Background: an optimization exercise with open tools, aiming at small area, a short achievable clock period and few clock cycles. Do not read the settings as production practice.
RTL that was checked went through simulation tests only; none was proved equivalent to the original.

==> lagoon <==
// ValuEngine
module ValuEngine (
  input  wire          io_slots_0_valid,
  input  wire [3:0]    io_slots_0_opcode,
  input  wire [10:0]   io_slots_0_destBase,
  input  wire [10:0]   io_slots_0_src1Base,
  input  wire [10:0]   io_slots_0_src2Base,
  input  wire [10:0]   io_slots_0_src3Base,
  input  wire          io_valid,
  input  wire [31:0]   io_operandA_0_0,
  input  wire [31:0]   io_operandA_0_1,
  input  wire [31:0]   io_operandA_0_2,
  input  wire [31:0]   io_operandA_0_3,
  input  wire [31:0]   io_operandA_0_4,
  input  wire [31:0]   io_operandA_0_5,
  input  wire [31:0]   io_operandA_0_6,
  input  wire [31:0]   io_operandA_0_7,
  input  wire [31:0]   io_operandB_0_0,
  input  wire [31:0]   io_operandB_0_1,
  input  wire [31:0]   io_operandB_0_2,
  input  wire [31:0]   io_operandB_0_3,
  input  wire [31:0]   io_operandB_0_4,
  input  wire [31:0]   io_operandB_0_5,
  input  wire [31:0]   io_operandB_0_6,
  input  wire [31:0]   io_operandB_0_7,
  input  wire [31:0]   io_operandC_0_0,
  input  wire [31:0]   io_operandC_0_1,
  input  wire [31:0]   io_operandC_0_2,
  input  wire [31:0]   io_operandC_0_3,
  input  wire [31:0]   io_operandC_0_4,
  input  wire [31:0]   io_operandC_0_5,
  input  wire [31:0]   io_operandC_0_6,
  input  wire [31:0]   io_operandC_0_7,
  output wire          io_writeReqs_0_0_valid,
  output wire [10:0]   io_writeReqs_0_0_payload_addr,
  output wire [31:0]   io_writeReqs_0_0_payload_data,
  output wire          io_writeReqs_0_1_valid,
  output wire [10:0]   io_writeReqs_0_1_payload_addr,
  output wire [31:0]   io_writeReqs_0_1_payload_data,
  output wire          io_writeReqs_0_2_valid,
  output wire [10:0]   io_writeReqs_0_2_payload_addr,
  output wire [31:0]   io_writeReqs_0_2_payload_data,
  output wire          io_writeReqs_0_3_valid,
  output wire [10:0]   io_writeReqs_0_3_payload_addr,
  output wire [31:0]   io_writeReqs_0_3_payload_data,
  output wire          io_writeReqs_0_4_valid,
  output wire [10:0]   io_writeReqs_0_4_payload_addr,
  output wire [31:0]   io_writeReqs_0_4_payload_data,
  output wire          io_writeReqs_0_5_valid,
  output wire [10:0]   io_writeReqs_0_5_payload_addr,
  output wire [31:0]   io_writeReqs_0_5_payload_data,
  output wire          io_writeReqs_0_6_valid,
  output wire [10:0]   io_writeReqs_0_6_payload_addr,
  output wire [31:0]   io_writeReqs_0_6_payload_data,
  output wire          io_writeReqs_0_7_valid,
  output wire [10:0]   io_writeReqs_0_7_payload_addr,
  output wire [31:0]   io_writeReqs_0_7_payload_data,
  input  wire          clk,
  input  wire          reset
);
clock: 18.0 ns
lec_check: 0
abc_area: 1
cap_margin: 20
core_margin: 2
core_utilization: 35
gpl_timing_driven: 0
place_density: 0.55
setup_slack_margin: 3.5
slew_margin: 20
standard.sh (not shown) runs the stock make flow with config.mk's settings and CLKGATE_MAP_FILE= SYNTH_SCRIPT=/design/flow/synth_recipe.tcl, a recipe that flattens the netlist after the stock synthesis.
==> flow/flow/run.sh <==
#!/bin/bash
# The standard layout (standard.sh) with two changes to global placement:
#  - synthesis buffers are removed first (flow/pre_global_place.tcl)
#  - the port buffers are buf_4 cells instead of the resizer's default pick
# The full make output goes to standard.log in this folder.
set -o pipefail
HERE=$(cd "$(dirname "$0")" && pwd)
export PRE_GLOBAL_PLACE_TCL="$HERE/pre_global_place.tcl"
export BUFFER_PORTS_ARGS="-buffer_cell sky130_fd_sc_hd__buf_4"
bash standard.sh 2>&1 | tee standard.log
==> flow/flow/pre_global_place.tcl <==
# Drop the buffers synthesis left in, before the ports are buffered and the
# design is placed; repair_design and repair_timing rebuffer where needed.
remove_buffers
==> cedar: changes against lagoon <==
--- a/flow/design.v
+++ b/flow/design.v
@@ -77,79 +77,79 @@
   wire        done_0;
   wire [31:0] alu_0, dres_0;
   ValuLane lane_0 (
     .clk(clk), .reset(reset), .op(op), .start(start), .mod_sel(mod_q),
     .a(io_operandA_0_0), .b(io_operandB_0_0), .c(io_operandC_0_0), .c0(io_operandC_0_0),
     .alu(alu_0), .busy(busy[0]), .done(done_0), .dres(dres_0));
   assign io_writeReqs_0_0_valid        = imm | done_0;
-  assign io_writeReqs_0_0_payload_addr = (busy[0] ? base_q : io_slots_0_destBase) + 11'd0;
-  assign io_writeReqs_0_0_payload_data = busy[0] ? dres_0 : alu_0;
+  assign io_writeReqs_0_0_payload_addr = base + 11'd0;
+  assign io_writeReqs_0_0_payload_data = active ? dres_0 : alu_0;
   wire        done_1;
   wire [31:0] alu_1, dres_1;
   ValuLane lane_1 (
     .clk(clk), .reset(reset), .op(op), .start(start), .mod_sel(mod_q),
     .a(io_operandA_0_1), .b(io_operandB_0_1), .c(io_operandC_0_1), .c0(io_operandC_0_0),
     .alu(alu_1), .busy(busy[1]), .done(done_1), .dres(dres_1));
   assign io_writeReqs_0_1_valid        = imm | done_1;
-  assign io_writeReqs_0_1_payload_addr = (busy[1] ? base_q : io_slots_0_destBase) + 11'd1;
-  assign io_writeReqs_0_1_payload_data = busy[1] ? dres_1 : alu_1;
+  assign io_writeReqs_0_1_payload_addr = base + 11'd1;
+  assign io_writeReqs_0_1_payload_data = active ? dres_1 : alu_1;
   wire        done_2;
   wire [31:0] alu_2, dres_2;
   ValuLane lane_2 (
     .clk(clk), .reset(reset), .op(op), .start(start), .mod_sel(mod_q),
     .a(io_operandA_0_2), .b(io_operandB_0_2), .c(io_operandC_0_2), .c0(io_operandC_0_0),
     .alu(alu_2), .busy(busy[2]), .done(done_2), .dres(dres_2));
   assign io_writeReqs_0_2_valid        = imm | done_2;
-  assign io_writeReqs_0_2_payload_addr = (busy[2] ? base_q : io_slots_0_destBase) + 11'd2;
-  assign io_writeReqs_0_2_payload_data = busy[2] ? dres_2 : alu_2;
+  assign io_writeReqs_0_2_payload_addr = base + 11'd2;
+  assign io_writeReqs_0_2_payload_data = active ? dres_2 : alu_2;
   wire        done_3;
   wire [31:0] alu_3, dres_3;
   ValuLane lane_3 (
     .clk(clk), .reset(reset), .op(op), .start(start), .mod_sel(mod_q),
     .a(io_operandA_0_3), .b(io_operandB_0_3), .c(io_operandC_0_3), .c0(io_operandC_0_0),
     .alu(alu_3), .busy(busy[3]), .done(done_3), .dres(dres_3));
   assign io_writeReqs_0_3_valid        = imm | done_3;
-  assign io_writeReqs_0_3_payload_addr = (busy[3] ? base_q : io_slots_0_destBase) + 11'd3;
-  assign io_writeReqs_0_3_payload_data = busy[3] ? dres_3 : alu_3;
+  assign io_writeReqs_0_3_payload_addr = base + 11'd3;
+  assign io_writeReqs_0_3_payload_data = active ? dres_3 : alu_3;
   wire        done_4;
   wire [31:0] alu_4, dres_4;
   ValuLane lane_4 (
     .clk(clk), .reset(reset), .op(op), .start(start), .mod_sel(mod_q),
     .a(io_operandA_0_4), .b(io_operandB_0_4), .c(io_operandC_0_4), .c0(io_operandC_0_0),
     .alu(alu_4), .busy(busy[4]), .done(done_4), .dres(dres_4));
   assign io_writeReqs_0_4_valid        = imm | done_4;
-  assign io_writeReqs_0_4_payload_addr = (busy[4] ? base_q : io_slots_0_destBase) + 11'd4;
-  assign io_writeReqs_0_4_payload_data = busy[4] ? dres_4 : alu_4;
+  assign io_writeReqs_0_4_payload_addr = base + 11'd4;
+  assign io_writeReqs_0_4_payload_data = active ? dres_4 : alu_4;
   wire        done_5;
   wire [31:0] alu_5, dres_5;
   ValuLane lane_5 (
     .clk(clk), .reset(reset), .op(op), .start(start), .mod_sel(mod_q),
     .a(io_operandA_0_5), .b(io_operandB_0_5), .c(io_operandC_0_5), .c0(io_operandC_0_0),
     .alu(alu_5), .busy(busy[5]), .done(done_5), .dres(dres_5));
   assign io_writeReqs_0_5_valid        = imm | done_5;
-  assign io_writeReqs_0_5_payload_addr = (busy[5] ? base_q : io_slots_0_destBase) + 11'd5;
-  assign io_writeReqs_0_5_payload_data = busy[5] ? dres_5 : alu_5;
+  assign io_writeReqs_0_5_payload_addr = base + 11'd5;
+  assign io_writeReqs_0_5_payload_data = active ? dres_5 : alu_5;
   wire        done_6;
   wire [31:0] alu_6, dres_6;
   ValuLane lane_6 (
     .clk(clk), .reset(reset), .op(op), .start(start), .mod_sel(mod_q),
     .a(io_operandA_0_6), .b(io_operandB_0_6), .c(io_operandC_0_6), .c0(io_operandC_0_0),
     .alu(alu_6), .busy(busy[6]), .done(done_6), .dres(dres_6));
   assign io_writeReqs_0_6_valid        = imm | done_6;
-  assign io_writeReqs_0_6_payload_addr = (busy[6] ? base_q : io_slots_0_destBase) + 11'd6;
-  assign io_writeReqs_0_6_payload_data = busy[6] ? dres_6 : alu_6;
+  assign io_writeReqs_0_6_payload_addr = base + 11'd6;
+  assign io_writeReqs_0_6_payload_data = active ? dres_6 : alu_6;
   wire        done_7;
   wire [31:0] alu_7, dres_7;
   ValuLane lane_7 (
     .clk(clk), .reset(reset), .op(op), .start(start), .mod_sel(mod_q),
     .a(io_operandA_0_7), .b(io_operandB_0_7), .c(io_operandC_0_7), .c0(io_operandC_0_0),
     .alu(alu_7), .busy(busy[7]), .done(done_7), .dres(dres_7));
   assign io_writeReqs_0_7_valid        = imm | done_7;
-  assign io_writeReqs_0_7_payload_addr = (busy[7] ? base_q : io_slots_0_destBase) + 11'd7;
-  assign io_writeReqs_0_7_payload_data = busy[7] ? dres_7 : alu_7;
+  assign io_writeReqs_0_7_payload_addr = base + 11'd7;
+  assign io_writeReqs_0_7_payload_data = active ? dres_7 : alu_7;
 endmodule
 module ValuLane (
   input  wire        clk,
   input  wire        reset,
   input  wire [3:0]  op,
   input  wire        start,
   input  wire        mod_sel,
@@ -870,22 +870,20 @@
     end else if (start) begin
       busy <= 1'b1;
     end else if (done) begin
       busy <= 1'b0;
     end
   end
   always @(posedge clk) begin
-    if (start) d <= b;
-  end
-  always @(posedge clk) begin
     if (start) begin
       r   <= r_init;
       q   <= q_init;
+      d   <= b;
       cnt <= t0;
-    end else begin
+    end else if (busy) begin
       r   <= rs[3];
       q   <= qs[3];
       cnt <= cnt - 1'b1;
     end
   end
 endmodule
 module mul32lo (
==> flow/run.sh (new file) <==
#!/bin/bash
# synth_recipe.tcl (not shown) runs the flow's synth.tcl, then flattens the netlist and writes it again
# the make line also repeats each setting of config.mk as NAME=value (left out here)
make -C /OpenROAD-flow-scripts/flow DESIGN_CONFIG=/design/flow/config.mk WORK_HOME=/design/flow/orfs CLKGATE_MAP_FILE= SYNTH_SCRIPT=/design/flow/synth_recipe.tcl finish
ABC_AREA = unset   (was 1)
CORE_UTILIZATION = 55   (was 35)
PLACE_DENSITY = 0.7   (was 0.55)
removed: flow/flow/run.sh
removed: flow/flow/pre_global_place.tcl
removed: flow/standard.sh
==> flow_summary.json <==
{
  "tool.error": "[ERROR GRT-0116] Global routing finished with congestion. Check the congestion regions in the DRC Viewer.",
  "synth_top_family_by_area": "compound AO/OA/AOI/OAI gates",
  "stop_stage": "global routing",
  "syn_area_per_cell_um2": 7.549,
  "outcome": "aborted with a tool error",
  "cts_resized": 1142
}
[end of results for cedar]
==> flow_summary.json <==
{
  "synth_top_family_by_area": "adder cells",
  "syn_area_per_cell_um2": 6.367,
  "outcome": "finished clean",
  "cts_resized": 604,
  "cp.depth": 24,
  "cts_buffers": 106
}
[end of results for lagoon]
Testbench counts of lagoon, summed over its fixed seeds: cycles 4,135.
Function not checked in cedar: the RTL went through the layout flow alone.

========
==> run H: inputs <==
ValuEngine, a different RTL version from the one above (not shown whole).
clock: 18.0 ns
lec_check: 0
abc_area: 1
cap_margin: 35
core_margin: 2
core_utilization: 45
gpl_timing_driven: 0
place_density: 0.65
setup_slack_margin: 3.5
slew_margin: 25
==> flow/flow/run.sh <==
#!/bin/bash
# The standard layout (standard.sh) with two changes to global placement:
#  - synthesis buffers are removed first (flow/pre_global_place.tcl)
#  - the port buffers are buf_4 cells instead of the resizer's default pick
# The full make output goes to standard.log in this folder.
set -o pipefail
HERE=$(cd "$(dirname "$0")" && pwd)
export PRE_GLOBAL_PLACE_TCL="$HERE/pre_global_place.tcl"
export BUFFER_PORTS_ARGS="-buffer_cell sky130_fd_sc_hd__buf_4"
bash standard.sh 2>&1 | tee standard.log
==> flow/flow/pre_global_place.tcl <==
# Drop the buffers synthesis left in, before the ports are buffered and the
# design is placed; repair_design and repair_timing rebuffer where needed.
remove_buffers
==> run D: changes against run H <==
- CORE_UTILIZATION: 45 -> 35
- PLACE_DENSITY: 0.65 -> 0.55
==> comparison <==
Between run H and run D, the lower routed wire length is in run H (gap about 4%, measured against run D).
Against run H, the first-iteration DRC count of run D is smaller by about 8%.
Core utilization: run D is lower than run H (11 points).
In run D the die area is higher than in run H, by about 30%.
Worst setup slack: run H is higher than run D (0.17 ns).
Between run D and run H, the lower final area is in run H (gap about 1.4%, measured against run H).
In synthesized cell count, run D and run H do not differ.
Non-clock buffer count: run H is lower than run D (70).
==> figures <==
quantity	run H	run D
Result of the run	timing/DRC/antenna clean	timing/DRC/antenna clean
Row cnt	290	329
Via count of the first global-routing pass	310000	310000
Cell mode on critical path	sky130_fd_sc_hd__nand2_1	sky130_fd_sc_hd__inv_1
Effective utilization at floorplan	45.1%	35.1%
WP buf/inv	7	8
Endpoint of the lowest-slack register-to-register path	lane_5.r[5]$_DFF_P_	lane_4.r[23]$_DFF_P_
Number of instances on the worst hold path	1	2
HPWL reported at the end of detailed placement	1330000 um	1390000 um
CP max FO	37	11
End of the worst hold path	lane_1.q[29]$_DFF_P_	lane_7.q[9]$_DFF_P_
Worst reg2reg path startpoint	lane_5.d[0]$_DFFE_PP_	lane_4.d[0]$_DFFE_PP_
Worst hold path startpoint	lane_1.q[25]$_DFF_P_	lane_7.q[5]$_DFF_P_
Final hold slack	0.450 ns	0.445 ns
Tap cells	8322	10600
Post-CTS Setup Repair Bufs	196	218
Global placer's final weighted congestion	1.10	1.06
Placed cell areas	301000 um^2	304000 um^2
Clock buffers and inverters, area share	1.19%	1.21%
Number of CTS-inserted buffers	111	112
Testbench counts of run H, summed over its fixed seeds: cycles 3,984.
Testbench counts of run D, summed over its fixed seeds: cycles 3,984.

[port drivers added, routing unchanged]
How much do the figures lean on ideal ports? The routed layouts below were timed once more, with nothing changed but the port constraints.
Step 1: set_driving_cell puts a clkbuf_16 on clk and a buf_2 on each other input, an assumption about the parent block.
Step 2 adds t to the input delays and takes it off the output delays; t is the mean of the earliest and latest rising clock arrival at the registers after step 1. Input paths then give back, and output paths get back, about the clock's delay inside the block.
Three values: no drivers, after step 1, after step 2; two values: the first two.
run	t, ns	setup WS [ns]	hold WS [ns]
lagoon	1.073	3.139 / 2.931 / 2.761	0.427 / 0.427 / 0.427
run H	1.071	3.387 / 3.204 / 3.204	0.450 / 0.450 / 0.450
run D	1.077	3.217 / 2.846 / 2.846	0.445 / 0.445 / 0.445
After both steps setup and hold are still met in every run listed. For lagoon, which loses most, drivers alone change the setup slack by -0.208 ns; drivers and shift together by -0.378 ns.
